What follows belongs to an exercise in optimizing a design on an open flow for small area and a short achievable clock period; a production flow would make more cautious choices.
No run shown here included a check of the RTL's function; only the layout flow was run.
No activity file was given, so power comes from the tool's default toggle rates.

**flow/config.mk**
```make
export PLATFORM = sky130hd
export DESIGN_NAME = fp_multiplier
export DESIGN_NICKNAME = fp_multiplier
export VERILOG_FILES = /design/flow/design.v
export SDC_FILE = /design/flow/constraint.sdc
export NUM_CORES = 4
export LEC_CHECK = 0
export CAP_MARGIN = 20
export CORE_MARGIN = 2
export CORE_UTILIZATION = 40
export SETUP_SLACK_MARGIN = 5
export SLEW_MARGIN = 20
export SYNTH_HIERARCHICAL = 1
```
**flow/constraint.sdc**
```tcl
create_clock -name core_clock -period 8.0 [get_ports {clk}]
set_input_delay 1.6000 -clock core_clock [delete_from_list [all_inputs] [get_ports {clk}]]
set_output_delay 1.6000 -clock core_clock [all_outputs]
set_load 0.01 [all_outputs]
```
**flow/design.v**
```verilog
module fp_multiplier (
    input         sign,
    input         clk,
    input         rst,
    input  [16:0] a,
    input  [16:0] b,
    output [17:0] out,
    output reg    overflow,
    output reg    underflow
);
  wire [17:0] xa = {sign & a[16], a};
  wire [17:0] yb = {sign & b[16], b};
  wire [8:0] neg_d, one_d, two_d;
  wire [18:0] ybz = {yb, 1'b0};
  genvar gi;
  generate for (gi = 0; gi < 9; gi = gi + 1) begin : benc
    wire y2 = ybz[2*gi+2], y1 = ybz[2*gi+1], y0 = ybz[2*gi];
    assign neg_d[gi] = y2 & ~(y1 & y0);
    assign one_d[gi] = y1 ^ y0;
    assign two_d[gi] = (y2 & ~y1 & ~y0) | (~y2 & y1 & y0);
  end endgenerate
  reg [17:0] xr;
  reg [8:0] negr, oner, twor;
  reg s1;
  always @(posedge clk) begin
    xr <= xa; negr <= neg_d; oner <= one_d; twor <= two_d; s1 <= sign;
  end
  wire [4:0] r8sel = one_d[8] ? xa[4:0] : two_d[8] ? {xa[3:0], 1'b0} : 5'd0;
  wire [5:0] r8sum = {1'b0, r8sel ^ {5{neg_d[8]}}} + neg_d[8];
  reg [5:0] r8r;
  always @(posedge clk) r8r <= r8sum;
  wire pp1, pp2, pp3, pp4, pp5, pp6, pp7, pp8, pp9, pp10, pp11, pp12;
  wire pp13, pp14, pp15, pp16, pp17, pp18, pp19, pp20, pp21, pp22, pp23, pp24;
  wire pp25, pp26, pp27, pp28, pp29, pp30, pp31, pp32, pp33, pp34, pp35, pp36;
  wire pp37, pp38, pp39, pp40, pp41, pp42, pp43, pp44, pp45, pp46, pp47, pp48;
  wire pp49, pp50, pp51, pp52, pp53, pp54, pp55, pp56, pp57, pp58, pp59, pp60;
  wire pp61, pp62, pp63, pp64, pp65, pp66, pp67, pp68, pp69, pp70, pp71, pp72;
  wire pp73, pp74, pp75, pp76, pp77, pp78, pp79, pp80, pp81, pp82, pp83, pp84;
  wire pp85, pp86, pp87, pp88, pp89, pp90, pp91, pp92, pp93, pp94, pp95, pp96;
  wire pp97, pp98, pp99, pp100, pp101, pp102, pp103, pp104, pp105, pp106, pp107, pp108;
  wire pp109, pp110, pp111, pp112, pp113, pp114, pp115, pp116, pp117, pp118, pp119, pp120;
  wire pp121, pp122, pp123, pp124, pp125, pp126, pp127, pp128, pp129, pp130, pp131, pp132;
  wire pp133, pp134, pp135, pp136, pp137, pp138, pp139, pp140, pp141, pp142, pp143, pp144;
  wire pp145, pp146, pp147, pp148, pp149, pp150, pp151, pp152, pp153, pp154, pp155, pp156;
  wire pp157, pp158, pp159, pp160, pp161, pp162, pp163, pp164, pp165, pp166, s167, c168;
  wire s169, c170, s171, c172, s173, c174, s175, c176, s177, c178, s179, c180;
  wire s181, c182, s183, c184, s185, c186, s187, c188, s189, c190, s191, c192;
  wire s193, c194, s195, c196, s197, c198, s199, c200, s201, c202, s203, c204;
  wire s205, c206, s207, c208, s209, c210, s211, c212, s213, c214, s215, c216;
  wire s217, c218, s219, c220, s221, c222, s223, c224, s225, c226, s227, c228;
  wire s229, c230, s231, c232, s233, c234, s235, c236, s237, s238, c239, s240;
  wire c241, s242, c243, s244, c245, s246, c247, s248, c249, s250, c251, s252;
  wire c253, s254, c255, s256, c257, s258, c259, s260, c261, s262, c263, s264;
  wire c265, s266, c267, s268, c269, s270, c271, s272, c273, s274, c275, s276;
  wire c277, s278, c279, s280, c281, s282, c283, s284, c285, s286, c287, s288;
  wire c289, s290, c291, s292, c293, s294, c295, s296, c297, s298, c299, s300;
  wire c301, s302, c303, s304, c305, s306, c307, s308, c309, s310, c311, s312;
  wire c313, s314, c315, s316, c317, s318, c319, s320, c321, s322, c323, s324;
  wire s325, c326, s327, c328, s329, c330, s331, c332, s333, c334, s335, c336;
  wire s337, c338, s339, c340, s341, c342, s343, c344, s345, c346, s347, c348;
  wire s349, c350, s351, c352, s353, c354, s355, c356, s357, c358, s359, c360;
  wire s361, c362, s363, c364, s365, c366, s367, c368, s369, c370, s371, c372;
  wire s373, c374, s375, c376, s377, c378, s379, s380, c381, s382, c383, s384;
  wire c385, s386, c387, s388, c389, s390, c391, s392, c393, s394, c395, s396;
  wire c397, s398, c399, s400, c401, s402, c403, s404, c405, s406, c407, s408;
  wire c409, s410, c411, s412, c413, s414, c415, s416, c417, s418, c419, s420;
  wire c421, s422, c423, s424, c425, s426, c427, s428, c429, s430, c431, s432;
  wire c433, s434, c435, s436, c437, s438, c439, s440, c441, s442, lg443, lp444;
  wire lg445, lp446, lg447, lp448, lg449, lp450, lg451, lp452, lg453, lp454, lg455, lp456;
  wire lg457, lp458, lG459, lP460, lG461, lP462, lG463, lP464, lG465, lP466, lG467, lP468;
  wire lG469, lP470, lG471, lP472, lG473, lP474, lG475, lP476, lG477, lP478, lG479, lP480;
  wire lG481, lP482, hg483, hp484, hg485, hp486, hg487, hp488, hg489, hp490, hg491, hp492;
  wire hg493, hp494, hg495, hp496, hg497, hp498, hg499, hp500, hg501, hp502, hg503, hp504;
  wire hg505, hp506, hg507, hp508, hg509, hp510, hg511, hp512, hg513, hp514, hg515, hp516;
  wire hg517, hp518, hg519, hp520, hg521, hp522, hg523, hp524, hg525, hp526, hg527, hp528;
  wire hg529, hp530, hg531, hp532, hg533, hp534, hg535, hp536, hG537, hP538, hG539, hP540;
  wire hG541, hP542, hG543, hP544, hG545, hP546, hG547, hP548, hG549, hP550, hG551, hP552;
  wire hG553, hP554, hG555, hP556, hG557, hP558, hG559, hP560, hG561, hP562, hG563, hP564;
  wire hG565, hP566, hG567, hP568, hG569, hP570, hG571, hP572, hG573, hP574, hG575, hP576;
  wire hG577, hP578, hG579, hP580, hG581, hP582, hG583, hP584, hG585, hP586, hG587, hP588;
  wire hG589, hP590, hG591, hP592, hG593, hP594, hG595, hP596, hG597, hP598, hG599, hP600;
  wire hG601, hP602, hG603, hP604, hG605, hP606, hG607, hP608, hG609, hP610, hG611, hP612;
  wire hG613, hP614, hG615, hP616, hG617, hP618, hG619, hP620, hG621, hP622, hG623, hP624;
  wire hG625, hP626, hG627, hP628, hG629, hP630, hG631, hP632, hG633, hP634, hG635, hP636;
  wire hG637, hP638, hG639, hP640, hG641, hP642, hG643, hP644, hG645, hP646, hG647, hP648;
  wire hG649, hP650, hG651, hP652, hG653, hP654, hG655, hP656;
  assign pp1 = ((oner[0] & xr[0])) ^ negr[0];
  assign pp2 = ((oner[0] & xr[1]) | (twor[0] & xr[0])) ^ negr[0];
  assign pp3 = ((oner[0] & xr[2]) | (twor[0] & xr[1])) ^ negr[0];
  assign pp4 = ((oner[0] & xr[3]) | (twor[0] & xr[2])) ^ negr[0];
  assign pp5 = ((oner[0] & xr[4]) | (twor[0] & xr[3])) ^ negr[0];
  assign pp6 = ((oner[0] & xr[5]) | (twor[0] & xr[4])) ^ negr[0];
  assign pp7 = ((oner[0] & xr[6]) | (twor[0] & xr[5])) ^ negr[0];
  assign pp8 = ((oner[0] & xr[7]) | (twor[0] & xr[6])) ^ negr[0];
  assign pp9 = ((oner[0] & xr[8]) | (twor[0] & xr[7])) ^ negr[0];
  assign pp10 = ((oner[0] & xr[9]) | (twor[0] & xr[8])) ^ negr[0];
  assign pp11 = ((oner[0] & xr[10]) | (twor[0] & xr[9])) ^ negr[0];
  assign pp12 = ((oner[0] & xr[11]) | (twor[0] & xr[10])) ^ negr[0];
  assign pp13 = ((oner[0] & xr[12]) | (twor[0] & xr[11])) ^ negr[0];
  assign pp14 = ((oner[0] & xr[13]) | (twor[0] & xr[12])) ^ negr[0];
  assign pp15 = ((oner[0] & xr[14]) | (twor[0] & xr[13])) ^ negr[0];
  assign pp16 = ((oner[0] & xr[15]) | (twor[0] & xr[14])) ^ negr[0];
  assign pp17 = ((oner[0] & xr[16]) | (twor[0] & xr[15])) ^ negr[0];
  assign pp18 = ((oner[0] & xr[17]) | (twor[0] & xr[16])) ^ negr[0];
  assign pp19 = ((oner[0] & xr[17]) | (twor[0] & xr[17])) ^ negr[0];
  assign pp20 = ~pp19;
  assign pp21 = ((oner[1] & xr[0])) ^ negr[1];
  assign pp22 = ((oner[1] & xr[1]) | (twor[1] & xr[0])) ^ negr[1];
  assign pp23 = ((oner[1] & xr[2]) | (twor[1] & xr[1])) ^ negr[1];
  assign pp24 = ((oner[1] & xr[3]) | (twor[1] & xr[2])) ^ negr[1];
  assign pp25 = ((oner[1] & xr[4]) | (twor[1] & xr[3])) ^ negr[1];
  assign pp26 = ((oner[1] & xr[5]) | (twor[1] & xr[4])) ^ negr[1];
  assign pp27 = ((oner[1] & xr[6]) | (twor[1] & xr[5])) ^ negr[1];
  assign pp28 = ((oner[1] & xr[7]) | (twor[1] & xr[6])) ^ negr[1];
  assign pp29 = ((oner[1] & xr[8]) | (twor[1] & xr[7])) ^ negr[1];
  assign pp30 = ((oner[1] & xr[9]) | (twor[1] & xr[8])) ^ negr[1];
  assign pp31 = ((oner[1] & xr[10]) | (twor[1] & xr[9])) ^ negr[1];
  assign pp32 = ((oner[1] & xr[11]) | (twor[1] & xr[10])) ^ negr[1];
  assign pp33 = ((oner[1] & xr[12]) | (twor[1] & xr[11])) ^ negr[1];
  assign pp34 = ((oner[1] & xr[13]) | (twor[1] & xr[12])) ^ negr[1];
  assign pp35 = ((oner[1] & xr[14]) | (twor[1] & xr[13])) ^ negr[1];
  assign pp36 = ((oner[1] & xr[15]) | (twor[1] & xr[14])) ^ negr[1];
  assign pp37 = ((oner[1] & xr[16]) | (twor[1] & xr[15])) ^ negr[1];
  assign pp38 = ((oner[1] & xr[17]) | (twor[1] & xr[16])) ^ negr[1];
  assign pp39 = ~(((oner[1] & xr[17]) | (twor[1] & xr[17])) ^ negr[1]);
  assign pp40 = ((oner[2] & xr[0])) ^ negr[2];
  assign pp41 = ((oner[2] & xr[1]) | (twor[2] & xr[0])) ^ negr[2];
  assign pp42 = ((oner[2] & xr[2]) | (twor[2] & xr[1])) ^ negr[2];
  assign pp43 = ((oner[2] & xr[3]) | (twor[2] & xr[2])) ^ negr[2];
  assign pp44 = ((oner[2] & xr[4]) | (twor[2] & xr[3])) ^ negr[2];
  assign pp45 = ((oner[2] & xr[5]) | (twor[2] & xr[4])) ^ negr[2];
  assign pp46 = ((oner[2] & xr[6]) | (twor[2] & xr[5])) ^ negr[2];
  assign pp47 = ((oner[2] & xr[7]) | (twor[2] & xr[6])) ^ negr[2];
  assign pp48 = ((oner[2] & xr[8]) | (twor[2] & xr[7])) ^ negr[2];
  assign pp49 = ((oner[2] & xr[9]) | (twor[2] & xr[8])) ^ negr[2];
  assign pp50 = ((oner[2] & xr[10]) | (twor[2] & xr[9])) ^ negr[2];
  assign pp51 = ((oner[2] & xr[11]) | (twor[2] & xr[10])) ^ negr[2];
  assign pp52 = ((oner[2] & xr[12]) | (twor[2] & xr[11])) ^ negr[2];
  assign pp53 = ((oner[2] & xr[13]) | (twor[2] & xr[12])) ^ negr[2];
  assign pp54 = ((oner[2] & xr[14]) | (twor[2] & xr[13])) ^ negr[2];
  assign pp55 = ((oner[2] & xr[15]) | (twor[2] & xr[14])) ^ negr[2];
  assign pp56 = ((oner[2] & xr[16]) | (twor[2] & xr[15])) ^ negr[2];
  assign pp57 = ((oner[2] & xr[17]) | (twor[2] & xr[16])) ^ negr[2];
  assign pp58 = ~(((oner[2] & xr[17]) | (twor[2] & xr[17])) ^ negr[2]);
  assign pp59 = ((oner[3] & xr[0])) ^ negr[3];
  assign pp60 = ((oner[3] & xr[1]) | (twor[3] & xr[0])) ^ negr[3];
  assign pp61 = ((oner[3] & xr[2]) | (twor[3] & xr[1])) ^ negr[3];
  assign pp62 = ((oner[3] & xr[3]) | (twor[3] & xr[2])) ^ negr[3];
  assign pp63 = ((oner[3] & xr[4]) | (twor[3] & xr[3])) ^ negr[3];
  assign pp64 = ((oner[3] & xr[5]) | (twor[3] & xr[4])) ^ negr[3];
  assign pp65 = ((oner[3] & xr[6]) | (twor[3] & xr[5])) ^ negr[3];
  assign pp66 = ((oner[3] & xr[7]) | (twor[3] & xr[6])) ^ negr[3];
  assign pp67 = ((oner[3] & xr[8]) | (twor[3] & xr[7])) ^ negr[3];
  assign pp68 = ((oner[3] & xr[9]) | (twor[3] & xr[8])) ^ negr[3];
  assign pp69 = ((oner[3] & xr[10]) | (twor[3] & xr[9])) ^ negr[3];
  assign pp70 = ((oner[3] & xr[11]) | (twor[3] & xr[10])) ^ negr[3];
  assign pp71 = ((oner[3] & xr[12]) | (twor[3] & xr[11])) ^ negr[3];
  assign pp72 = ((oner[3] & xr[13]) | (twor[3] & xr[12])) ^ negr[3];
  assign pp73 = ((oner[3] & xr[14]) | (twor[3] & xr[13])) ^ negr[3];
  assign pp74 = ((oner[3] & xr[15]) | (twor[3] & xr[14])) ^ negr[3];
  assign pp75 = ((oner[3] & xr[16]) | (twor[3] & xr[15])) ^ negr[3];
  assign pp76 = ((oner[3] & xr[17]) | (twor[3] & xr[16])) ^ negr[3];
  assign pp77 = ~(((oner[3] & xr[17]) | (twor[3] & xr[17])) ^ negr[3]);
  assign pp78 = ((oner[4] & xr[0])) ^ negr[4];
  assign pp79 = ((oner[4] & xr[1]) | (twor[4] & xr[0])) ^ negr[4];
  assign pp80 = ((oner[4] & xr[2]) | (twor[4] & xr[1])) ^ negr[4];
  assign pp81 = ((oner[4] & xr[3]) | (twor[4] & xr[2])) ^ negr[4];
  assign pp82 = ((oner[4] & xr[4]) | (twor[4] & xr[3])) ^ negr[4];
  assign pp83 = ((oner[4] & xr[5]) | (twor[4] & xr[4])) ^ negr[4];
  assign pp84 = ((oner[4] & xr[6]) | (twor[4] & xr[5])) ^ negr[4];
  assign pp85 = ((oner[4] & xr[7]) | (twor[4] & xr[6])) ^ negr[4];
  assign pp86 = ((oner[4] & xr[8]) | (twor[4] & xr[7])) ^ negr[4];
  assign pp87 = ((oner[4] & xr[9]) | (twor[4] & xr[8])) ^ negr[4];
  assign pp88 = ((oner[4] & xr[10]) | (twor[4] & xr[9])) ^ negr[4];
  assign pp89 = ((oner[4] & xr[11]) | (twor[4] & xr[10])) ^ negr[4];
  assign pp90 = ((oner[4] & xr[12]) | (twor[4] & xr[11])) ^ negr[4];
  assign pp91 = ((oner[4] & xr[13]) | (twor[4] & xr[12])) ^ negr[4];
  assign pp92 = ((oner[4] & xr[14]) | (twor[4] & xr[13])) ^ negr[4];
  assign pp93 = ((oner[4] & xr[15]) | (twor[4] & xr[14])) ^ negr[4];
  assign pp94 = ((oner[4] & xr[16]) | (twor[4] & xr[15])) ^ negr[4];
  assign pp95 = ((oner[4] & xr[17]) | (twor[4] & xr[16])) ^ negr[4];
  assign pp96 = ~(((oner[4] & xr[17]) | (twor[4] & xr[17])) ^ negr[4]);
  assign pp97 = ((oner[5] & xr[0])) ^ negr[5];
  assign pp98 = ((oner[5] & xr[1]) | (twor[5] & xr[0])) ^ negr[5];
  assign pp99 = ((oner[5] & xr[2]) | (twor[5] & xr[1])) ^ negr[5];
  assign pp100 = ((oner[5] & xr[3]) | (twor[5] & xr[2])) ^ negr[5];
  assign pp101 = ((oner[5] & xr[4]) | (twor[5] & xr[3])) ^ negr[5];
  assign pp102 = ((oner[5] & xr[5]) | (twor[5] & xr[4])) ^ negr[5];
  assign pp103 = ((oner[5] & xr[6]) | (twor[5] & xr[5])) ^ negr[5];
  assign pp104 = ((oner[5] & xr[7]) | (twor[5] & xr[6])) ^ negr[5];
  assign pp105 = ((oner[5] & xr[8]) | (twor[5] & xr[7])) ^ negr[5];
  assign pp106 = ((oner[5] & xr[9]) | (twor[5] & xr[8])) ^ negr[5];
  assign pp107 = ((oner[5] & xr[10]) | (twor[5] & xr[9])) ^ negr[5];
  assign pp108 = ((oner[5] & xr[11]) | (twor[5] & xr[10])) ^ negr[5];
  assign pp109 = ((oner[5] & xr[12]) | (twor[5] & xr[11])) ^ negr[5];
  assign pp110 = ((oner[5] & xr[13]) | (twor[5] & xr[12])) ^ negr[5];
  assign pp111 = ((oner[5] & xr[14]) | (twor[5] & xr[13])) ^ negr[5];
  assign pp112 = ((oner[5] & xr[15]) | (twor[5] & xr[14])) ^ negr[5];
  assign pp113 = ((oner[5] & xr[16]) | (twor[5] & xr[15])) ^ negr[5];
  assign pp114 = ((oner[5] & xr[17]) | (twor[5] & xr[16])) ^ negr[5];
  assign pp115 = ~(((oner[5] & xr[17]) | (twor[5] & xr[17])) ^ negr[5]);
  assign pp116 = ((oner[6] & xr[0])) ^ negr[6];
  assign pp117 = ((oner[6] & xr[1]) | (twor[6] & xr[0])) ^ negr[6];
  assign pp118 = ((oner[6] & xr[2]) | (twor[6] & xr[1])) ^ negr[6];
  assign pp119 = ((oner[6] & xr[3]) | (twor[6] & xr[2])) ^ negr[6];
  assign pp120 = ((oner[6] & xr[4]) | (twor[6] & xr[3])) ^ negr[6];
  assign pp121 = ((oner[6] & xr[5]) | (twor[6] & xr[4])) ^ negr[6];
  assign pp122 = ((oner[6] & xr[6]) | (twor[6] & xr[5])) ^ negr[6];
  assign pp123 = ((oner[6] & xr[7]) | (twor[6] & xr[6])) ^ negr[6];
  assign pp124 = ((oner[6] & xr[8]) | (twor[6] & xr[7])) ^ negr[6];
  assign pp125 = ((oner[6] & xr[9]) | (twor[6] & xr[8])) ^ negr[6];
  assign pp126 = ((oner[6] & xr[10]) | (twor[6] & xr[9])) ^ negr[6];
  assign pp127 = ((oner[6] & xr[11]) | (twor[6] & xr[10])) ^ negr[6];
  assign pp128 = ((oner[6] & xr[12]) | (twor[6] & xr[11])) ^ negr[6];
  assign pp129 = ((oner[6] & xr[13]) | (twor[6] & xr[12])) ^ negr[6];
  assign pp130 = ((oner[6] & xr[14]) | (twor[6] & xr[13])) ^ negr[6];
  assign pp131 = ((oner[6] & xr[15]) | (twor[6] & xr[14])) ^ negr[6];
  assign pp132 = ((oner[6] & xr[16]) | (twor[6] & xr[15])) ^ negr[6];
  assign pp133 = ((oner[6] & xr[17]) | (twor[6] & xr[16])) ^ negr[6];
  assign pp134 = ~(((oner[6] & xr[17]) | (twor[6] & xr[17])) ^ negr[6]);
  assign pp135 = ((oner[7] & xr[0])) ^ negr[7];
  assign pp136 = ((oner[7] & xr[1]) | (twor[7] & xr[0])) ^ negr[7];
  assign pp137 = ((oner[7] & xr[2]) | (twor[7] & xr[1])) ^ negr[7];
  assign pp138 = ((oner[7] & xr[3]) | (twor[7] & xr[2])) ^ negr[7];
  assign pp139 = ((oner[7] & xr[4]) | (twor[7] & xr[3])) ^ negr[7];
  assign pp140 = ((oner[7] & xr[5]) | (twor[7] & xr[4])) ^ negr[7];
  assign pp141 = ((oner[7] & xr[6]) | (twor[7] & xr[5])) ^ negr[7];
  assign pp142 = ((oner[7] & xr[7]) | (twor[7] & xr[6])) ^ negr[7];
  assign pp143 = ((oner[7] & xr[8]) | (twor[7] & xr[7])) ^ negr[7];
  assign pp144 = ((oner[7] & xr[9]) | (twor[7] & xr[8])) ^ negr[7];
  assign pp145 = ((oner[7] & xr[10]) | (twor[7] & xr[9])) ^ negr[7];
  assign pp146 = ((oner[7] & xr[11]) | (twor[7] & xr[10])) ^ negr[7];
  assign pp147 = ((oner[7] & xr[12]) | (twor[7] & xr[11])) ^ negr[7];
  assign pp148 = ((oner[7] & xr[13]) | (twor[7] & xr[12])) ^ negr[7];
  assign pp149 = ((oner[7] & xr[14]) | (twor[7] & xr[13])) ^ negr[7];
  assign pp150 = ((oner[7] & xr[15]) | (twor[7] & xr[14])) ^ negr[7];
  assign pp151 = ((oner[7] & xr[16]) | (twor[7] & xr[15])) ^ negr[7];
  assign pp152 = ((oner[7] & xr[17]) | (twor[7] & xr[16])) ^ negr[7];
  assign pp153 = ~(((oner[7] & xr[17]) | (twor[7] & xr[17])) ^ negr[7]);
  assign pp154 = ((oner[8] & xr[5]) | (twor[8] & xr[4])) ^ negr[8];
  assign pp155 = ((oner[8] & xr[6]) | (twor[8] & xr[5])) ^ negr[8];
  assign pp156 = ((oner[8] & xr[7]) | (twor[8] & xr[6])) ^ negr[8];
  assign pp157 = ((oner[8] & xr[8]) | (twor[8] & xr[7])) ^ negr[8];
  assign pp158 = ((oner[8] & xr[9]) | (twor[8] & xr[8])) ^ negr[8];
  assign pp159 = ((oner[8] & xr[10]) | (twor[8] & xr[9])) ^ negr[8];
  assign pp160 = ((oner[8] & xr[11]) | (twor[8] & xr[10])) ^ negr[8];
  assign pp161 = ((oner[8] & xr[12]) | (twor[8] & xr[11])) ^ negr[8];
  assign pp162 = ((oner[8] & xr[13]) | (twor[8] & xr[12])) ^ negr[8];
  assign pp163 = ((oner[8] & xr[14]) | (twor[8] & xr[13])) ^ negr[8];
  assign pp164 = ((oner[8] & xr[15]) | (twor[8] & xr[14])) ^ negr[8];
  assign pp165 = ((oner[8] & xr[16]) | (twor[8] & xr[15])) ^ negr[8];
  assign pp166 = ((oner[8] & xr[17]) | (twor[8] & xr[16])) ^ negr[8];
  fp_ha u_s167 (.a(negr[5]), .b(pp11), .s(s167), .co(c168));
  fp_ha u_s169 (.a(pp12), .b(pp30), .s(s169), .co(c170));
  fp_fa u_s171 (.a(negr[6]), .b(pp13), .c(pp31), .s(s171), .co(c172));
  fp_ha u_s173 (.a(pp48), .b(pp65), .s(s173), .co(c174));
  fp_fa u_s175 (.a(pp14), .b(pp32), .c(pp49), .s(s175), .co(c176));
  fp_ha u_s177 (.a(pp66), .b(pp83), .s(s177), .co(c178));
  fp_fa u_s179 (.a(negr[7]), .b(pp15), .c(pp33), .s(s179), .co(c180));
  fp_fa u_s181 (.a(pp50), .b(pp67), .c(pp84), .s(s181), .co(c182));
  fp_ha u_s183 (.a(pp101), .b(pp118), .s(s183), .co(c184));
  fp_fa u_s185 (.a(pp16), .b(pp34), .c(pp51), .s(s185), .co(c186));
  fp_fa u_s187 (.a(pp68), .b(pp85), .c(pp102), .s(s187), .co(c188));
  fp_ha u_s189 (.a(pp119), .b(pp136), .s(s189), .co(c190));
  fp_fa u_s191 (.a(r8r[0]), .b(pp17), .c(pp35), .s(s191), .co(c192));
  fp_fa u_s193 (.a(pp52), .b(pp69), .c(pp86), .s(s193), .co(c194));
  fp_fa u_s195 (.a(pp103), .b(pp120), .c(pp137), .s(s195), .co(c196));
  fp_fa u_s197 (.a(r8r[1]), .b(pp18), .c(pp36), .s(s197), .co(c198));
  fp_fa u_s199 (.a(pp53), .b(pp70), .c(pp87), .s(s199), .co(c200));
  fp_fa u_s201 (.a(pp104), .b(pp121), .c(pp138), .s(s201), .co(c202));
  fp_fa u_s203 (.a(r8r[2]), .b(pp19), .c(pp37), .s(s203), .co(c204));
  fp_fa u_s205 (.a(pp54), .b(pp71), .c(pp88), .s(s205), .co(c206));
  fp_fa u_s207 (.a(pp105), .b(pp122), .c(pp139), .s(s207), .co(c208));
  fp_fa u_s209 (.a(r8r[3]), .b(pp19), .c(pp38), .s(s209), .co(c210));
  fp_fa u_s211 (.a(pp55), .b(pp72), .c(pp89), .s(s211), .co(c212));
  fp_fa u_s213 (.a(pp106), .b(pp123), .c(pp140), .s(s213), .co(c214));
  fp_fa u_s215 (.a(r8r[4]), .b(pp39), .c(pp56), .s(s215), .co(c216));
  fp_fa u_s217 (.a(pp73), .b(pp90), .c(pp107), .s(s217), .co(c218));
  fp_fa u_s219 (.a(pp124), .b(pp141), .c(pp20), .s(s219), .co(c220));
  assign s221 = ~(r8r[5] ^ pp57);
  assign c222 = r8r[5] | pp57;
  fp_fa u_s223 (.a(pp74), .b(pp91), .c(pp108), .s(s223), .co(c224));
  fp_fa u_s225 (.a(pp125), .b(pp142), .c(pp154), .s(s225), .co(c226));
  fp_fa u_s227 (.a(pp58), .b(pp75), .c(pp92), .s(s227), .co(c228));
  fp_fa u_s229 (.a(pp109), .b(pp126), .c(pp143), .s(s229), .co(c230));
  assign s231 = ~(pp76 ^ pp93);
  assign c232 = pp76 | pp93;
  fp_ha u_s233 (.a(pp110), .b(pp127), .s(s233), .co(c234));
  fp_fa u_s235 (.a(pp77), .b(pp94), .c(pp111), .s(s235), .co(c236));
  assign s237 = ~pp95;
  fp_ha u_s238 (.a(negr[3]), .b(pp7), .s(s238), .co(c239));
  fp_ha u_s240 (.a(pp8), .b(pp26), .s(s240), .co(c241));
  fp_fa u_s242 (.a(negr[4]), .b(pp9), .c(pp27), .s(s242), .co(c243));
  fp_ha u_s244 (.a(pp44), .b(pp61), .s(s244), .co(c245));
  fp_fa u_s246 (.a(pp10), .b(pp28), .c(pp45), .s(s246), .co(c247));
  fp_ha u_s248 (.a(pp62), .b(pp79), .s(s248), .co(c249));
  fp_fa u_s250 (.a(pp29), .b(pp46), .c(pp63), .s(s250), .co(c251));
  fp_fa u_s252 (.a(pp80), .b(pp97), .c(s167), .s(s252), .co(c253));
  fp_fa u_s254 (.a(pp47), .b(pp64), .c(pp81), .s(s254), .co(c255));
  fp_fa u_s256 (.a(pp98), .b(c168), .c(s169), .s(s256), .co(c257));
  fp_fa u_s258 (.a(pp82), .b(pp99), .c(pp116), .s(s258), .co(c259));
  fp_fa u_s260 (.a(c170), .b(s173), .c(s171), .s(s260), .co(c261));
  fp_fa u_s262 (.a(pp100), .b(pp117), .c(c174), .s(s262), .co(c263));
  fp_fa u_s264 (.a(s177), .b(c172), .c(s175), .s(s264), .co(c265));
  fp_fa u_s266 (.a(pp135), .b(c178), .c(s183), .s(s266), .co(c267));
  fp_fa u_s268 (.a(c176), .b(s179), .c(s181), .s(s268), .co(c269));
  fp_fa u_s270 (.a(c184), .b(s189), .c(c180), .s(s270), .co(c271));
  fp_fa u_s272 (.a(c182), .b(s185), .c(s187), .s(s272), .co(c273));
  fp_fa u_s274 (.a(c190), .b(c186), .c(c188), .s(s274), .co(c275));
  fp_fa u_s276 (.a(s191), .b(s193), .c(s195), .s(s276), .co(c277));
  fp_fa u_s278 (.a(c192), .b(c194), .c(c196), .s(s278), .co(c279));
  fp_fa u_s280 (.a(s197), .b(s199), .c(s201), .s(s280), .co(c281));
  fp_fa u_s282 (.a(c198), .b(c200), .c(c202), .s(s282), .co(c283));
  fp_fa u_s284 (.a(s203), .b(s205), .c(s207), .s(s284), .co(c285));
  fp_fa u_s286 (.a(c204), .b(c206), .c(c208), .s(s286), .co(c287));
  fp_fa u_s288 (.a(s209), .b(s211), .c(s213), .s(s288), .co(c289));
  fp_fa u_s290 (.a(c210), .b(c212), .c(c214), .s(s290), .co(c291));
  fp_fa u_s292 (.a(s215), .b(s217), .c(s219), .s(s292), .co(c293));
  fp_fa u_s294 (.a(s221), .b(c216), .c(c218), .s(s294), .co(c295));
  fp_fa u_s296 (.a(c220), .b(s223), .c(s225), .s(s296), .co(c297));
  fp_fa u_s298 (.a(pp155), .b(c222), .c(c224), .s(s298), .co(c299));
  fp_fa u_s300 (.a(c226), .b(s227), .c(s229), .s(s300), .co(c301));
  fp_fa u_s302 (.a(pp144), .b(pp156), .c(s231), .s(s302), .co(c303));
  fp_fa u_s304 (.a(s233), .b(c228), .c(c230), .s(s304), .co(c305));
  fp_fa u_s306 (.a(pp128), .b(pp145), .c(pp157), .s(s306), .co(c307));
  fp_fa u_s308 (.a(c232), .b(c234), .c(s235), .s(s308), .co(c309));
  fp_fa u_s310 (.a(pp112), .b(pp129), .c(pp146), .s(s310), .co(c311));
  fp_fa u_s312 (.a(pp158), .b(s237), .c(c236), .s(s312), .co(c313));
  fp_fa u_s314 (.a(pp95), .b(pp96), .c(pp113), .s(s314), .co(c315));
  fp_fa u_s316 (.a(pp130), .b(pp147), .c(pp159), .s(s316), .co(c317));
  assign s318 = ~(pp114 ^ pp131);
  assign c319 = pp114 | pp131;
  fp_ha u_s320 (.a(pp148), .b(pp160), .s(s320), .co(c321));
  fp_fa u_s322 (.a(pp115), .b(pp132), .c(pp149), .s(s322), .co(c323));
  assign s324 = ~pp133;
  fp_ha u_s325 (.a(negr[2]), .b(pp5), .s(s325), .co(c326));
  fp_ha u_s327 (.a(pp6), .b(pp24), .s(s327), .co(c328));
  fp_fa u_s329 (.a(pp25), .b(pp42), .c(pp59), .s(s329), .co(c330));
  fp_fa u_s331 (.a(pp43), .b(pp60), .c(c239), .s(s331), .co(c332));
  fp_fa u_s333 (.a(pp78), .b(c241), .c(s244), .s(s333), .co(c334));
  fp_fa u_s335 (.a(c245), .b(s248), .c(c243), .s(s335), .co(c336));
  fp_fa u_s337 (.a(c249), .b(c247), .c(s250), .s(s337), .co(c338));
  fp_fa u_s339 (.a(c251), .b(s254), .c(c253), .s(s339), .co(c340));
  fp_fa u_s341 (.a(c255), .b(s258), .c(c257), .s(s341), .co(c342));
  fp_fa u_s343 (.a(c259), .b(s262), .c(c261), .s(s343), .co(c344));
  fp_fa u_s345 (.a(c263), .b(s266), .c(c265), .s(s345), .co(c346));
  fp_fa u_s347 (.a(c267), .b(c269), .c(s270), .s(s347), .co(c348));
  fp_fa u_s349 (.a(c271), .b(c273), .c(s274), .s(s349), .co(c350));
  fp_fa u_s351 (.a(c275), .b(c277), .c(s278), .s(s351), .co(c352));
  fp_fa u_s353 (.a(c279), .b(c281), .c(s282), .s(s353), .co(c354));
  fp_fa u_s355 (.a(c283), .b(c285), .c(s286), .s(s355), .co(c356));
  fp_fa u_s357 (.a(c287), .b(c289), .c(s290), .s(s357), .co(c358));
  fp_fa u_s359 (.a(c291), .b(s294), .c(c293), .s(s359), .co(c360));
  fp_fa u_s361 (.a(c295), .b(c297), .c(s298), .s(s361), .co(c362));
  fp_fa u_s363 (.a(s302), .b(c299), .c(c301), .s(s363), .co(c364));
  fp_fa u_s365 (.a(s306), .b(c303), .c(c305), .s(s365), .co(c366));
  fp_fa u_s367 (.a(c307), .b(s310), .c(c309), .s(s367), .co(c368));
  fp_fa u_s369 (.a(c311), .b(s314), .c(s316), .s(s369), .co(c370));
  fp_fa u_s371 (.a(s318), .b(s320), .c(c315), .s(s371), .co(c372));
  fp_fa u_s373 (.a(pp161), .b(c319), .c(c321), .s(s373), .co(c374));
  fp_fa u_s375 (.a(pp150), .b(pp162), .c(s324), .s(s375), .co(c376));
  fp_fa u_s377 (.a(pp133), .b(pp134), .c(pp151), .s(s377), .co(c378));
  assign s379 = ~pp152;
  fp_ha u_s380 (.a(negr[1]), .b(pp3), .s(s380), .co(c381));
  fp_ha u_s382 (.a(pp4), .b(pp22), .s(s382), .co(c383));
  fp_fa u_s384 (.a(pp23), .b(pp40), .c(s325), .s(s384), .co(c385));
  fp_fa u_s386 (.a(pp41), .b(c326), .c(s327), .s(s386), .co(c387));
  fp_fa u_s388 (.a(c328), .b(s238), .c(s329), .s(s388), .co(c389));
  fp_fa u_s390 (.a(s240), .b(c330), .c(s331), .s(s390), .co(c391));
  fp_fa u_s392 (.a(s242), .b(c332), .c(s333), .s(s392), .co(c393));
  fp_fa u_s394 (.a(s246), .b(c334), .c(s335), .s(s394), .co(c395));
  fp_fa u_s396 (.a(s252), .b(c336), .c(s337), .s(s396), .co(c397));
  fp_fa u_s398 (.a(s256), .b(c338), .c(s339), .s(s398), .co(c399));
  fp_fa u_s400 (.a(s260), .b(c340), .c(s341), .s(s400), .co(c401));
  fp_fa u_s402 (.a(s264), .b(c342), .c(s343), .s(s402), .co(c403));
  fp_fa u_s404 (.a(s268), .b(c344), .c(s345), .s(s404), .co(c405));
  fp_fa u_s406 (.a(s272), .b(c346), .c(s347), .s(s406), .co(c407));
  fp_fa u_s408 (.a(s276), .b(c348), .c(s349), .s(s408), .co(c409));
  fp_fa u_s410 (.a(s280), .b(c350), .c(s351), .s(s410), .co(c411));
  fp_fa u_s412 (.a(s284), .b(c352), .c(s353), .s(s412), .co(c413));
  fp_fa u_s414 (.a(s288), .b(c354), .c(s355), .s(s414), .co(c415));
  fp_fa u_s416 (.a(s292), .b(c356), .c(s357), .s(s416), .co(c417));
  fp_fa u_s418 (.a(s296), .b(c358), .c(s359), .s(s418), .co(c419));
  fp_fa u_s420 (.a(s300), .b(c360), .c(s361), .s(s420), .co(c421));
  fp_fa u_s422 (.a(s304), .b(c362), .c(s363), .s(s422), .co(c423));
  fp_fa u_s424 (.a(s308), .b(s365), .c(c364), .s(s424), .co(c425));
  fp_fa u_s426 (.a(s312), .b(c366), .c(s367), .s(s426), .co(c427));
  fp_fa u_s428 (.a(c313), .b(s369), .c(c368), .s(s428), .co(c429));
  fp_fa u_s430 (.a(c317), .b(c370), .c(s371), .s(s430), .co(c431));
  fp_fa u_s432 (.a(s322), .b(s373), .c(c372), .s(s432), .co(c433));
  fp_fa u_s434 (.a(c323), .b(s375), .c(c374), .s(s434), .co(c435));
  fp_fa u_s436 (.a(pp163), .b(c376), .c(s377), .s(s436), .co(c437));
  fp_fa u_s438 (.a(pp164), .b(s379), .c(c378), .s(s438), .co(c439));
  fp_fa u_s440 (.a(pp152), .b(pp153), .c(pp165), .s(s440), .co(c441));
  assign s442 = ~pp166;
  assign lg443 = (negr[0] & pp1);
  assign lp444 = (negr[0] ^ pp1);
  assign lg445 = (pp2 & 1'b0);
  assign lp446 = (pp2 ^ 1'b0);
  assign lg447 = (s380 & pp21);
  assign lp448 = (s380 ^ pp21);
  assign lg449 = (c381 & s382);
  assign lp450 = (c381 ^ s382);
  assign lg451 = (c383 & s384);
  assign lp452 = (c383 ^ s384);
  assign lg453 = (c385 & s386);
  assign lp454 = (c385 ^ s386);
  assign lg455 = (c387 & s388);
  assign lp456 = (c387 ^ s388);
  assign lg457 = (c389 & s390);
  assign lp458 = (c389 ^ s390);
  assign lG459 = lg445 | (lp446 & lg443);
  assign lP460 = lp446 & lp444;
  assign lG461 = lg449 | (lp450 & lg447);
  assign lP462 = lp450 & lp448;
  assign lG463 = lg453 | (lp454 & lg451);
  assign lP464 = lp454 & lp452;
  assign lG465 = lg457 | (lp458 & lg455);
  assign lP466 = lp458 & lp456;
  assign lG467 = lg447 | (lp448 & lG459);
  assign lP468 = lp448 & lP460;
  assign lG469 = lG461 | (lP462 & lG459);
  assign lP470 = lP462 & lP460;
  assign lG471 = lg455 | (lp456 & lG463);
  assign lP472 = lp456 & lP464;
  assign lG473 = lG465 | (lP466 & lG463);
  assign lP474 = lP466 & lP464;
  assign lG475 = lg451 | (lp452 & lG469);
  assign lP476 = lp452 & lP470;
  assign lG477 = lG463 | (lP464 & lG469);
  assign lP478 = lP464 & lP470;
  assign lG479 = lG471 | (lP472 & lG469);
  assign lP480 = lP472 & lP470;
  assign lG481 = lG473 | (lP474 & lG469);
  assign lP482 = lP474 & lP470;
  wire ck_w = lG481;
  wire [7:0] lzt = {((c389 ^ s390) ~^ (c387 | s388)), ((c387 ^ s388) ~^ (c385 | s386)), ((c385 ^ s386) ~^ (c383 | s384)), ((c383 ^ s384) ~^ (c381 | s382)), ((c381 ^ s382) ~^ (s380 | pp21)), ((s380 ^ pp21) ~^ (pp2 | 1'b0)), ((pp2 ^ 1'b0) ~^ (negr[0] | pp1)), ~(negr[0] ^ pp1)};
  wire [7:0] lot = {(c389 ^ s390), (c387 ^ s388), (c385 ^ s386), (c383 ^ s384), (c381 ^ s382), (s380 ^ pp21), (pp2 ^ 1'b0), (negr[0] ^ pp1)};
  wire [25:0] ha_w = {c441, c439, c437, c435, c433, c431, c429, c427, c425, c423, c421, c419, c417, c415, c413, c411, c409, c407, c405, c403, c401, c399, c397, c395, c393, c391};
  wire [25:0] hb_w = {s442, s440, s438, s436, s434, s432, s430, s428, s426, s424, s422, s420, s418, s416, s414, s412, s410, s408, s406, s404, s402, s400, s398, s396, s394, s392};
  reg [25:0] ra, rb;
  reg lor, land, ck, s2, rst_d;
  always @(posedge clk) begin
    ra <= ha_w; rb <= hb_w; s2 <= s1; rst_d <= rst;
    lor <= ~&lzt; land <= &lot; ck <= ck_w;
  end
  assign hg483 = (ck & ck);
  assign hp484 = (ck ^ ck);
  assign hg485 = (ra[0] & rb[0]);
  assign hp486 = (ra[0] ^ rb[0]);
  assign hg487 = (ra[1] & rb[1]);
  assign hp488 = (ra[1] ^ rb[1]);
  assign hg489 = (ra[2] & rb[2]);
  assign hp490 = (ra[2] ^ rb[2]);
  assign hg491 = (ra[3] & rb[3]);
  assign hp492 = (ra[3] ^ rb[3]);
  assign hg493 = (ra[4] & rb[4]);
  assign hp494 = (ra[4] ^ rb[4]);
  assign hg495 = (ra[5] & rb[5]);
  assign hp496 = (ra[5] ^ rb[5]);
  assign hg497 = (ra[6] & rb[6]);
  assign hp498 = (ra[6] ^ rb[6]);
  assign hg499 = (ra[7] & rb[7]);
  assign hp500 = (ra[7] ^ rb[7]);
  assign hg501 = (ra[8] & rb[8]);
  assign hp502 = (ra[8] ^ rb[8]);
  assign hg503 = (ra[9] & rb[9]);
  assign hp504 = (ra[9] ^ rb[9]);
  assign hg505 = (ra[10] & rb[10]);
  assign hp506 = (ra[10] ^ rb[10]);
  assign hg507 = (ra[11] & rb[11]);
  assign hp508 = (ra[11] ^ rb[11]);
  assign hg509 = (ra[12] & rb[12]);
  assign hp510 = (ra[12] ^ rb[12]);
  assign hg511 = (ra[13] & rb[13]);
  assign hp512 = (ra[13] ^ rb[13]);
  assign hg513 = (ra[14] & rb[14]);
  assign hp514 = (ra[14] ^ rb[14]);
  assign hg515 = (ra[15] & rb[15]);
  assign hp516 = (ra[15] ^ rb[15]);
  assign hg517 = (ra[16] & rb[16]);
  assign hp518 = (ra[16] ^ rb[16]);
  assign hg519 = (ra[17] & rb[17]);
  assign hp520 = (ra[17] ^ rb[17]);
  assign hg521 = (ra[18] & rb[18]);
  assign hp522 = (ra[18] ^ rb[18]);
  assign hg523 = (ra[19] & rb[19]);
  assign hp524 = (ra[19] ^ rb[19]);
  assign hg525 = (ra[20] & rb[20]);
  assign hp526 = (ra[20] ^ rb[20]);
  assign hg527 = (ra[21] & rb[21]);
  assign hp528 = (ra[21] ^ rb[21]);
  assign hg529 = (ra[22] & rb[22]);
  assign hp530 = (ra[22] ^ rb[22]);
  assign hg531 = (ra[23] & rb[23]);
  assign hp532 = (ra[23] ^ rb[23]);
  assign hg533 = (ra[24] & rb[24]);
  assign hp534 = (ra[24] ^ rb[24]);
  assign hg535 = (ra[25] & rb[25]);
  assign hp536 = (ra[25] ^ rb[25]);
  assign hG537 = hg485 | (hp486 & hg483);
  assign hP538 = hp486 & hp484;
  assign hG539 = hg489 | (hp490 & hg487);
  assign hP540 = hp490 & hp488;
  assign hG541 = hg493 | (hp494 & hg491);
  assign hP542 = hp494 & hp492;
  assign hG543 = hg497 | (hp498 & hg495);
  assign hP544 = hp498 & hp496;
  assign hG545 = hg501 | (hp502 & hg499);
  assign hP546 = hp502 & hp500;
  assign hG547 = hg505 | (hp506 & hg503);
  assign hP548 = hp506 & hp504;
  assign hG549 = hg509 | (hp510 & hg507);
  assign hP550 = hp510 & hp508;
  assign hG551 = hg513 | (hp514 & hg511);
  assign hP552 = hp514 & hp512;
  assign hG553 = hg517 | (hp518 & hg515);
  assign hP554 = hp518 & hp516;
  assign hG555 = hg521 | (hp522 & hg519);
  assign hP556 = hp522 & hp520;
  assign hG557 = hg525 | (hp526 & hg523);
  assign hP558 = hp526 & hp524;
  assign hG559 = hg529 | (hp530 & hg527);
  assign hP560 = hp530 & hp528;
  assign hG561 = hg533 | (hp534 & hg531);
  assign hP562 = hp534 & hp532;
  assign hG563 = hg487 | (hp488 & hG537);
  assign hP564 = hp488 & hP538;
  assign hG565 = hG539 | (hP540 & hG537);
  assign hP566 = hP540 & hP538;
  assign hG567 = hg495 | (hp496 & hG541);
  assign hP568 = hp496 & hP542;
  assign hG569 = hG543 | (hP544 & hG541);
  assign hP570 = hP544 & hP542;
  assign hG571 = hg503 | (hp504 & hG545);
  assign hP572 = hp504 & hP546;
  assign hG573 = hG547 | (hP548 & hG545);
  assign hP574 = hP548 & hP546;
  assign hG575 = hg511 | (hp512 & hG549);
  assign hP576 = hp512 & hP550;
  assign hG577 = hG551 | (hP552 & hG549);
  assign hP578 = hP552 & hP550;
  assign hG579 = hg519 | (hp520 & hG553);
  assign hP580 = hp520 & hP554;
  assign hG581 = hG555 | (hP556 & hG553);
  assign hP582 = hP556 & hP554;
  assign hG583 = hg527 | (hp528 & hG557);
  assign hP584 = hp528 & hP558;
  assign hG585 = hG559 | (hP560 & hG557);
  assign hP586 = hP560 & hP558;
  assign hG587 = hg535 | (hp536 & hG561);
  assign hP588 = hp536 & hP562;
  assign hG589 = hg491 | (hp492 & hG565);
  assign hP590 = hp492 & hP566;
  assign hG591 = hG541 | (hP542 & hG565);
  assign hP592 = hP542 & hP566;
  assign hG593 = hG567 | (hP568 & hG565);
  assign hP594 = hP568 & hP566;
  assign hG595 = hG569 | (hP570 & hG565);
  assign hP596 = hP570 & hP566;
  assign hG597 = hg507 | (hp508 & hG573);
  assign hP598 = hp508 & hP574;
  assign hG599 = hG549 | (hP550 & hG573);
  assign hP600 = hP550 & hP574;
  assign hG601 = hG575 | (hP576 & hG573);
  assign hP602 = hP576 & hP574;
  assign hG603 = hG577 | (hP578 & hG573);
  assign hP604 = hP578 & hP574;
  assign hG605 = hg523 | (hp524 & hG581);
  assign hP606 = hp524 & hP582;
  assign hG607 = hG557 | (hP558 & hG581);
  assign hP608 = hP558 & hP582;
  assign hG609 = hG583 | (hP584 & hG581);
  assign hP610 = hP584 & hP582;
  assign hG611 = hG585 | (hP586 & hG581);
  assign hP612 = hP586 & hP582;
  assign hG613 = hg499 | (hp500 & hG595);
  assign hP614 = hp500 & hP596;
  assign hG615 = hG545 | (hP546 & hG595);
  assign hP616 = hP546 & hP596;
  assign hG617 = hG571 | (hP572 & hG595);
  assign hP618 = hP572 & hP596;
  assign hG619 = hG573 | (hP574 & hG595);
  assign hP620 = hP574 & hP596;
  assign hG621 = hG597 | (hP598 & hG595);
  assign hP622 = hP598 & hP596;
  assign hG623 = hG599 | (hP600 & hG595);
  assign hP624 = hP600 & hP596;
  assign hG625 = hG601 | (hP602 & hG595);
  assign hP626 = hP602 & hP596;
  assign hG627 = hG603 | (hP604 & hG595);
  assign hP628 = hP604 & hP596;
  assign hG629 = hg531 | (hp532 & hG611);
  assign hP630 = hp532 & hP612;
  assign hG631 = hG561 | (hP562 & hG611);
  assign hP632 = hP562 & hP612;
  assign hG633 = hG587 | (hP588 & hG611);
  assign hP634 = hP588 & hP612;
  assign hG635 = hg515 | (hp516 & hG627);
  assign hP636 = hp516 & hP628;
  assign hG637 = hG553 | (hP554 & hG627);
  assign hP638 = hP554 & hP628;
  assign hG639 = hG579 | (hP580 & hG627);
  assign hP640 = hP580 & hP628;
  assign hG641 = hG581 | (hP582 & hG627);
  assign hP642 = hP582 & hP628;
  assign hG643 = hG605 | (hP606 & hG627);
  assign hP644 = hP606 & hP628;
  assign hG645 = hG607 | (hP608 & hG627);
  assign hP646 = hP608 & hP628;
  assign hG647 = hG609 | (hP610 & hG627);
  assign hP648 = hP610 & hP628;
  assign hG649 = hG611 | (hP612 & hG627);
  assign hP650 = hP612 & hP628;
  assign hG651 = hG629 | (hP630 & hG627);
  assign hP652 = hP630 & hP628;
  assign hG653 = hG631 | (hP632 & hG627);
  assign hP654 = hP632 & hP628;
  assign hG655 = hG633 | (hP634 & hG627);
  assign hP656 = hP634 & hP628;
  wire [33:8] ph = {(hp536 ^ hG653), (hp534 ^ hG651), (hp532 ^ hG649), (hp530 ^ hG647), (hp528 ^ hG645), (hp526 ^ hG643), (hp524 ^ hG641), (hp522 ^ hG639), (hp520 ^ hG637), (hp518 ^ hG635), (hp516 ^ hG627), (hp514 ^ hG625), (hp512 ^ hG623), (hp510 ^ hG621), (hp508 ^ hG619), (hp506 ^ hG617), (hp504 ^ hG615), (hp502 ^ hG613), (hp500 ^ hG595), (hp498 ^ hG593), (hp496 ^ hG591), (hp494 ^ hG589), (hp492 ^ hG565), (hp490 ^ hG563), (hp488 ^ hG537), (hp486 ^ hg483)};
  wire neg = s2 & ph[33];
  wire ovf_w = neg ? ~&ph[33:25] : |ph[33:24];
  wire unf_w = neg ? ~(&ph[15:8] & land) : (|ph[15:8] | lor);
  wire clr = rst | rst_d;
  reg [17:0] out_r;
  always @(posedge clk) begin
    out_r     <= clr ? 18'd0 : ph[31:14];
    overflow  <= clr ? 1'b0 : ovf_w;
    underflow <= clr ? 1'b0 : unf_w;
  end
  assign out = out_r;
endmodule
module fp_fa (input a, input b, input c, output s, output co);
  assign s = a ^ b ^ c;
  assign co = (a & b) | (c & (a ^ b));
endmodule
module fp_ha (input a, input b, output s, output co);
  assign s = a ^ b;
  assign co = a & b;
endmodule
```
**flow/run.sh**
```bash
#!/bin/bash
# synth_recipe.tcl (not shown) runs the flow's synth.tcl, then flattens the netlist and writes it again
# the make line also repeats each setting of config.mk as NAME=value (left out here)
make -C /OpenROAD-flow-scripts/flow DESIGN_CONFIG=/design/flow/config.mk WORK_HOME=/design/flow/orfs CLKGATE_MAP_FILE= SYNTH_SCRIPT=/design/flow/synth_recipe.tcl finish
```
==> metrics.cfg, run 1 <==
[grt]
antenna_found_initial=0
grt_pass1_vias=7516
overflow=0
grt_pass1_wl_um=41600
grt_max_degree=22
grtUsageTotal_pct=20.2
use_met1_pct=28.9
grt.busiest_layer=met2
met3_usage_pct=3.64
use_met2_pct=30.4

[worst_hold_path]
hold_path_class=reg -> reg

[logic_synthesis]
synth-edff-count=0
ys_warn_count=7
synthCells=983
yosysSeqAreaShare_pct=25.1
avgSynthCellArea_um2=10.5
syn_nets=1207
synth.distinct_cells=52
synth.cell_area_mm2=0.0103
synth_seq_cells=129
synthFlopType=dfxtp_1
async_flop_share_pct=0

[layout]
final_cell_mix=xnor2_1, a22oi_1, fa_1
final_common_cell=xnor2_1
drive_above_1_share_pct=19.0
fill_cells=2212
n_antenna_cell=0
area_delta_synth_final_pct=23.7
nNetsFinal=1285

[power_and_ir_drop]
p_leak_nw=5.03
irDropWorstVdd_v=0.000154
power_density_mw_per_mm2=345

[floorplan]
die_x_um=164
ios=57
die_h_um=164
rows=58
die_area_mm2=0.0270
start_util_pct=40.8
core_mm2=0.0252

[setup_path]
worstPathMaxFanout=7
critical_path_class=reg -> reg
end_kind=flop
start_kind=flop
worstPathRequired_ps=8290
crit_arrival_ps=3310

[cts]
numClockSinks=129
clk_latency_ps=440
cts_root_buffer=clkbuf_16
clk_pin_slew_ps=70
clk_path_buf_depth=2
cts_buffers=17
ctsHoldBuffers=0
htree_levels=4
cts_tree=done

[sta]
period_minus_slack_ps=3010
fin_setup_tns_ps=0
setup_violations=0
relSlewSlack_pct=69.8
fmax_mhz=332
whs_ps=327
drv_slew=0
finClkSkew_ps=23.0
tightestPinTransition_ps=454
hold_viol_final=0
fin_crit_sh_pct=37.7
rsz0062_at_grt=true

[place]
hpwl_um=17500
portBuffers=56
place_congestion=0.844

[flow_run]
maxCapViolations=0

[drt]
drt_drc_violations_left=0
via_count=7527
firstDrtPassIters=5
drt_iter0_markers=701
antenna_left=0
via_per_inst=5.36
wire_per_inst_um=19.1
routed_wl_um=26800

[outcome]
status=finished clean

-- repair_timing --
action                                  in CTS  in global routing
resized for setup                           73                 51
hold endpoints to repair                     0                  0
pin swaps                                    5                 28
endpoints found under the setup margin      38                 23
buffers inserted                             5                 82
-- cell type report --
cell class | count | area (µm²) | area share [%]
multi-input cells | 726 | 7380 | 58.1
flip-flops and latches | 129 | 2710 | 21.3
repair buffers | 151 | 1440 | 11.3
clock buffers | 18 | 429 | 3.38
well taps | 330 | 413 | 3.25
clock inverters | 14 | 204 | 1.60
inverters | 36 | 135 | 1.06
-- sequential cells by signal, summed over array words and instances (netlist names) --
| signal | flops |
|---|---|
| s1 | 1 |
| out_r | 18 |
| twor | 9 |
| rst_d | 1 |
| negr | 9 |
| r8r | 6 |
| land | 1 |
| underflow | 1 |
| rb | 26 |
| oner | 9 |
| ck | 1 |
| overflow | 1 |
| s2 | 1 |
| xr | 18 |
| ra | 26 |
| lor | 1 |
-- cells by family after synthesis --
| kind of cell | count (synthesis) | share of synthesized area, % |
|---|---|---|
| flip-flops | 129 | 25.1 |
| XOR/XNOR | 198 | 16.9 |
| buffers and inverters | 128 | 4.67 |
| multiplexers | 1 | 0.0974 |
| adder cells (fa/ha/maj) | 187 | 31.7 |
| AND/OR/NAND/NOR | 122 | 6.21 |
| AO/OA/AOI/OAI | 218 | 15.4 |
-- per-module statistics from Yosys (local to each module, per instance) --
module,area [µm²],cells inside,copies in the design
fp_multiplier,7740,850,1
fp_fa,20.0,1,117
fp_ha,12.5,1,16
-- power breakdown --
part | total [mW] | leakage [nW] | internal (mW) | switching, mW
Combinational | 2.56 | 3.62 | 1.21 | 1.35
Sequential | 0.994 | 1.10 | 0.866 | 0.128
Clock | 0.841 | 0.309 | 0.526 | 0.314
Total | 4.39 | 5.03 | 2.60 | 1.79
-- worst paths after layout --
check,start,to,slack (ps),cells past startpoint
worst max register to register,xr[4],rb[10],4990,7
worst max-delay path,xr[4],rb[10],4990,7
worst min-delay path,s1,s2,330,0
worst min register to register,s1,s2,330,0
-- cells in the mapped netlist, types with 2 or more instances --
master	count	area share, %
nor3_2	2	0.19
dfxtp_1	129	25
and3b_1	2	0.17
nand3b_1	7	0.51
o21bai_1	3	0.22
a21oi_1	15	0.73
a22oi_1	149	11
o21ai_1	3	0.15
nand4_1	6	0.37
nor2_1	25	0.91
and3_1	2	0.12
o21ai_0	23	1.1
xor2_1	26	2.2
and2_1	3	0.18
a21o_1	6	0.44
inv_1	36	1.3
xnor2_1	172	15
nand3_1	11	0.54
fa_1	122	24
nand2_1	30	1.1
o21a_1	2	0.15
ha_1	65	7.9
nor2b_1	14	0.85
clkbuf_1	77	2.8
nand2b_1	6	0.37
buf_1	15	0.55
nor3_1	4	0.19
a21oi_2	2	0.17
nor4_1	3	0.18
-- critical path, stage by stage, from the launching register on --
cell and delay, ps:
dfxtp_4 380, buf_4 140, a22oi_1 230, xnor2_1 200
fa_1 480, fa_1 410, fa_1 600, fa_1 430
-- routing by layer --
metal / share of wire [%] / wire, µm
met2: 45 / 12200
met4: 1.5 / 412
met5: 0 / 0
met3: 7.3 / 1960
met1: 46 / 12300
-- metrics by stage --
stage                     cell area, µm²  worst slack, ps  std cells  utilization (%)  power, mW
after global placement             11000             4480       1285             43.6       3.33
after global routing               12700             4940       1404             50.5       4.82
after detailed placement           11000             4340       1285             43.6       3.41
final                              12700             4990       1404             50.5       4.39
after CTS                          11800             4980       1322             46.8       4.29
after floorplan                    10300             5000        983                -       2.74
==> run 2: changes to the inputs <==
--- a/flow/design.v
+++ b/flow/design.v
@@ -5,8 +5,8 @@
     input  [16:0] a,
     input  [16:0] b,
     output [17:0] out,
-    output reg    overflow,
-    output reg    underflow
+    output        overflow,
+    output        underflow
 );
   wire [17:0] xa = {sign & a[16], a};
   wire [17:0] yb = {sign & b[16], b};
@@ -29,6 +29,9 @@
   wire [5:0] r8sum = {1'b0, r8sel ^ {5{neg_d[8]}}} + neg_d[8];
   reg [5:0] r8r;
   always @(posedge clk) r8r <= r8sum;
+  wire lz_d = (1'b1 & ~|yb[7:0]) | (~|xa[0:0] & ~|yb[6:0]) | (~|xa[1:0] & ~|yb[5:0]) | (~|xa[2:0] & ~|yb[4:0]) | (~|xa[3:0] & ~|yb[3:0]) | (~|xa[4:0] & ~|yb[2:0]) | (~|xa[5:0] & ~|yb[1:0]) | (~|xa[6:0] & ~|yb[0:0]) | (~|xa[7:0] & 1'b1);
+  reg lz1;
+  always @(posedge clk) lz1 <= lz_d;
   wire pp1, pp2, pp3, pp4, pp5, pp6, pp7, pp8, pp9, pp10, pp11, pp12;
   wire pp13, pp14, pp15, pp16, pp17, pp18, pp19, pp20, pp21, pp22, pp23, pp24;
   wire pp25, pp26, pp27, pp28, pp29, pp30, pp31, pp32, pp33, pp34, pp35, pp36;
@@ -434,15 +437,15 @@
   assign lG481 = lG473 | (lP474 & lG469);
   assign lP482 = lP474 & lP470;
   wire ck_w = lG481;
-  wire [7:0] lzt = {((c389 ^ s390) ~^ (c387 | s388)), ((c387 ^ s388) ~^ (c385 | s386)), ((c385 ^ s386) ~^ (c383 | s384)), ((c383 ^ s384) ~^ (c381 | s382)), ((c381 ^ s382) ~^ (s380 | pp21)), ((s380 ^ pp21) ~^ (pp2 | 1'b0)), ((pp2 ^ 1'b0) ~^ (negr[0] | pp1)), ~(negr[0] ^ pp1)};
-  wire [7:0] lot = {(c389 ^ s390), (c387 ^ s388), (c385 ^ s386), (c383 ^ s384), (c381 ^ s382), (s380 ^ pp21), (pp2 ^ 1'b0), (negr[0] ^ pp1)};
+  wire [7:0] lot = {lp458, lp456, lp454, lp452, lp450, lp448, lp446, lp444};
   wire [25:0] ha_w = {c441, c439, c437, c435, c433, c431, c429, c427, c425, c423, c421, c419, c417, c415, c413, c411, c409, c407, c405, c403, c401, c399, c397, c395, c393, c391};
   wire [25:0] hb_w = {s442, s440, s438, s436, s434, s432, s430, s428, s426, s424, s422, s420, s418, s416, s414, s412, s410, s408, s406, s404, s402, s400, s398, s396, s394, s392};
-  reg [25:0] ra, rb;
+  reg [25:0] ra;
+  reg [25:0] rb;
   reg lor, land, ck, s2, rst_d;
   always @(posedge clk) begin
     ra <= ha_w; rb <= hb_w; s2 <= s1; rst_d <= rst;
-    lor <= ~&lzt; land <= &lot; ck <= ck_w;
+    lor <= ~lz1; land <= &lot; ck <= ck_w;
   end
   assign hg483 = (ck & ck);
   assign hp484 = (ck ^ ck);
@@ -624,11 +627,14 @@
   wire unf_w = neg ? ~(&ph[15:8] & land) : (|ph[15:8] | lor);
   wire clr = rst | rst_d;
   reg [17:0] out_r;
+  reg overflow_r, underflow_r;
   always @(posedge clk) begin
-    out_r     <= clr ? 18'd0 : ph[31:14];
-    overflow  <= clr ? 1'b0 : ovf_w;
-    underflow <= clr ? 1'b0 : unf_w;
+    out_r       <= clr ? 18'd0 : ph[31:14];
+    overflow_r  <= clr ? 1'b0 : ovf_w;
+    underflow_r <= clr ? 1'b0 : unf_w;
   end
+  assign overflow = overflow_r;
+  assign underflow = underflow_r;
   assign out = out_r;
 endmodule
 module fp_fa (input a, input b, input c, output s, output co);
==> flow/flow/run.sh (new file) <==
#!/bin/bash
# Standard layout, with a plain buffer (buf_2) on every input and output port,
# a clock tree of clkbuf_8 cells and no dummy clock loads.
set -euo pipefail
bash standard.sh "BUFFER_PORTS_ARGS=-buffer_cell sky130_fd_sc_hd__buf_2" \
  "CTS_ARGS=-sink_clustering_enable -repair_clock_nets -dont_use_dummy_load -buf_list sky130_fd_sc_hd__clkbuf_8" \
  finish > make_finish.log 2>&1
==> flow/standard.sh (new file) <==
#!/bin/bash
# synth_recipe.tcl (not shown) runs the flow's synth.tcl, then flattens the netlist and writes it again
# the make line also repeats each setting of config.mk as NAME=value (left out here)
make -C /OpenROAD-flow-scripts/flow DESIGN_CONFIG=/design/flow/config.mk WORK_HOME=/design/flow/orfs CLKGATE_MAP_FILE= SYNTH_SCRIPT=/design/flow/synth_recipe.tcl "${@:-finish}"
--- a/flow/config.mk
+++ b/flow/config.mk
@@ -8,6 +8,6 @@
 export CAP_MARGIN = 20
 export CORE_MARGIN = 2
 export CORE_UTILIZATION = 40
-export SETUP_SLACK_MARGIN = 5
+export SETUP_SLACK_MARGIN = 4.9
 export SLEW_MARGIN = 20
 export SYNTH_HIERARCHICAL = 1
removed: flow/run.sh
==> metrics.cfg, run 2 <==
[outcome]
status=finished clean

[setup_path]
crit_arrival_ps=3310
start_kind=flop
critPathMostFrequentCell=fa_1
worstPathMaxFanout=18
critical_path_class=reg -> reg
end_kind=flop
worstPathRequired_ps=8300
crit_chain=a22oi_1 -> xnor2_1 -> fa_1 -> fa_1 -> fa_1 -> fa_1
reg2regPathDepth=6
cpMaxStageDelayCell=fa_1
cpPeakStageDelay_ps=600

[logic_synthesis]
ys_warn_count=7
synth_seq_cells=130
yosysSeqAreaShare_pct=25.6
synth.distinct_cells=50
synth-edff-count=0
synthMostInstantiatedCell=xnor2_1
synth_top_cell_by_area=dfxtp_1
synth.cell_area_mm2=0.0102
synthCells=975
async_flop_share_pct=0
synth_common_cells=xnor2_1, a22oi_1, dfxtp_1
synth_top_area_share_pct=25.6
avgSynthCellArea_um2=10.4
syn_nets=1192
synthFlopType=dfxtp_1
synthTopCellsByArea=dfxtp_1, fa_1, xnor2_1

[cts]
clk_path_buf_depth=2
cts_root_buffer=clkbuf_8
htree_levels=4
clk_latency_ps=440
ctsHoldBuffers=0
numClockSinks=130
clk_pin_slew_ps=70
cts_tree=done
cts_buffers=17

[grt]
antenna_found_initial=0
met3_usage_pct=4.09
grt_pass1_wl_um=41100
overflow=0
use_met2_pct=30.8
grtUsageTotal_pct=20.2
grt_max_degree=21
grt_pass1_vias=7290
grt.busiest_layer=met2
use_met1_pct=28.6

[layout]
seqCellArea_mm2=0.00272
final_cell_mix=xnor2_1, a22oi_1, fa_1
drive_above_1_share_pct=15.6
multi_input_area_mm2=0.00724
area_delta_synth_final_pct=9.06
nNetsFinal=1188
reg_top3=ra: 26 flops, rb: 26 flops
final_common_cell=xnor2_1
finish.instance_area_mm2=0.0111
fill_cells=2474
n_antenna_cell=0
finalNonFillerCells=1299

[flow_run]
maxCapViolations=0

[floorplan]
die_h_um=164
core_mm2=0.0251
die_x_um=164
die_area_mm2=0.0267
start_util_pct=40.5
ios=57
rows=58

[place]
placed_area_mm2=0.0106
portBuffers=56
placed_cells=1277
dp_worst_setup_slack_ps=4420
hpwl_um=17900
place_congestion=0.844

[drt]
routed_wl_um=25700
firstDrtPassIters=5
drt_drc_violations_left=0
drt_iter0_markers=635
via_per_inst=5.52
wire_per_inst_um=19.8
antenna_left=0
via_count=7169

[power_and_ir_drop]
power_density_mw_per_mm2=338
irDropWorstVdd_v=0.000117
finalPower_mw=3.76
p_leak_nw=4.29

[sta]
fin_crit_sh_pct=37.6
drv_slew=0
tightestPinTransition_ps=671
fin_setup_tns_ps=0
setup_violations=0
relSlewSlack_pct=55.2
hold_viol_final=0
layout_setup_ws_ps=4990
period_minus_slack_ps=3010
fmax_mhz=333
rsz0062_at_grt=true
finClkSkew_ps=24.3

[worst_hold_path]
hold_path_class=reg -> reg
whs_path_depth=0

run 2: timing repair:
item,4_1_cts,5_1_grt
resized for setup,48,40
setup endpoints to repair,31,18
pin swaps,10,6
gates cloned,0,0
buffers inserted,2,3
run 2: path summary, 6_finish.rpt:
| path | from | endpoint | slack, ps |
|---|---|---|---|
| setup / recovery | xr[6] | rb[10] | 4990 |
| hold / removal | s1 | s2 | 370 |
| setup reg to reg | xr[6] | rb[10] | 4990 |
| hold reg to reg | s1 | s2 | 370 |
run 2: worst max-delay path: cells and delay by family (launching register included):
kind | cells | cell delay, ps
AO/OA/AOI/OAI | 1 | 170
XOR/XNOR | 1 | 170
adder cells (fa/ha/maj) | 4 | 1950
flip-flops | 1 | 580
run 2: report_power, final:
group / total, mW / internal (mW) / switching, mW
registers: 1.04 / 0.876 / 0.162
logic: 2.32 / 1.09 / 1.23
clock network: 0.404 / 0.187 / 0.217
run 2: through the flow:
step | util [%] | hold slack, ps
floorplan | - | 310
global placement | 42.2 | 386
detailed placement | 42.2 | 388
CTS | 43.5 | 371
global route | 44.2 | 381
finish | 44.2 | 374
run 2: cell families (layout without fill, tap and decap cells):
kind of cell	after synthesis	count (layout)	share of synthesized area, %
AOI/OAI and AO/OA	227	227	15.9
xor gates and xnor gates	186	186	16.1
adders and majority gates	180	180	31.1
buffers and inverters	120	114	4.43
DFF	130	130	25.6
muxes	2	2	0.221
and+or+nand+nor	130	130	6.63
run 2: final cells by class:
class                           instances  area share (%)
Clock buffer                           17            2.11
Multi-Input combinational cell        725            65.2
Timing Repair Buffer                   69            3.51
Inverter                               28           0.947
Tap cell                              330            3.72
Sequential cell                       130            24.5
run 2: modules after synthesis, one instance, submodules excluded:
module / flip-flops and latches / cell area, µm²
fp_multiplier: 130 / 7630
fp_fa: 0 / 20.0
fp_ha: 0 / 12.5
run 2: layer usage:
layer,vias to the layer above,share of wire (%)
met1,3488,46
met4,0,2.4
met5,-,0
li1,3326,-
met3,53,8.3
met2,302,43

## re-timing with driven ports
No port has a modelled driver above. Below, the same layouts with a new extraction and two added sets of constraints. Step 1 (the two cells are an assumption about what drives the block):
set clk [get_ports {clk}]
set_driving_cell -lib_cell sky130_fd_sc_hd__clkbuf_16 $clk
set_driving_cell -lib_cell sky130_fd_sc_hd__buf_2 [delete_from_list [all_inputs] $clk]
Step 2 also shifts input and output timing later by t, the mid clock arrival at the registers, as if the neighbouring blocks saw the same clock. Three values: ideal ports, drivers, drivers and shift; two values: the first two.
run	t (ns)	setup slack, ns	worst setup path at the end	clock arrival spread, ns
run 1	0.475	4.985 / 4.985 / 4.681	input to register	0.023 / 0.023
run 2	0.474	4.993 / 4.993 / 4.753	input to register	0.025 / 0.025
After both steps every run listed still meets setup and hold. The setup slack of run 1, which loses most, moves by 0.000 ns with the drivers and by -0.304 ns with both steps.
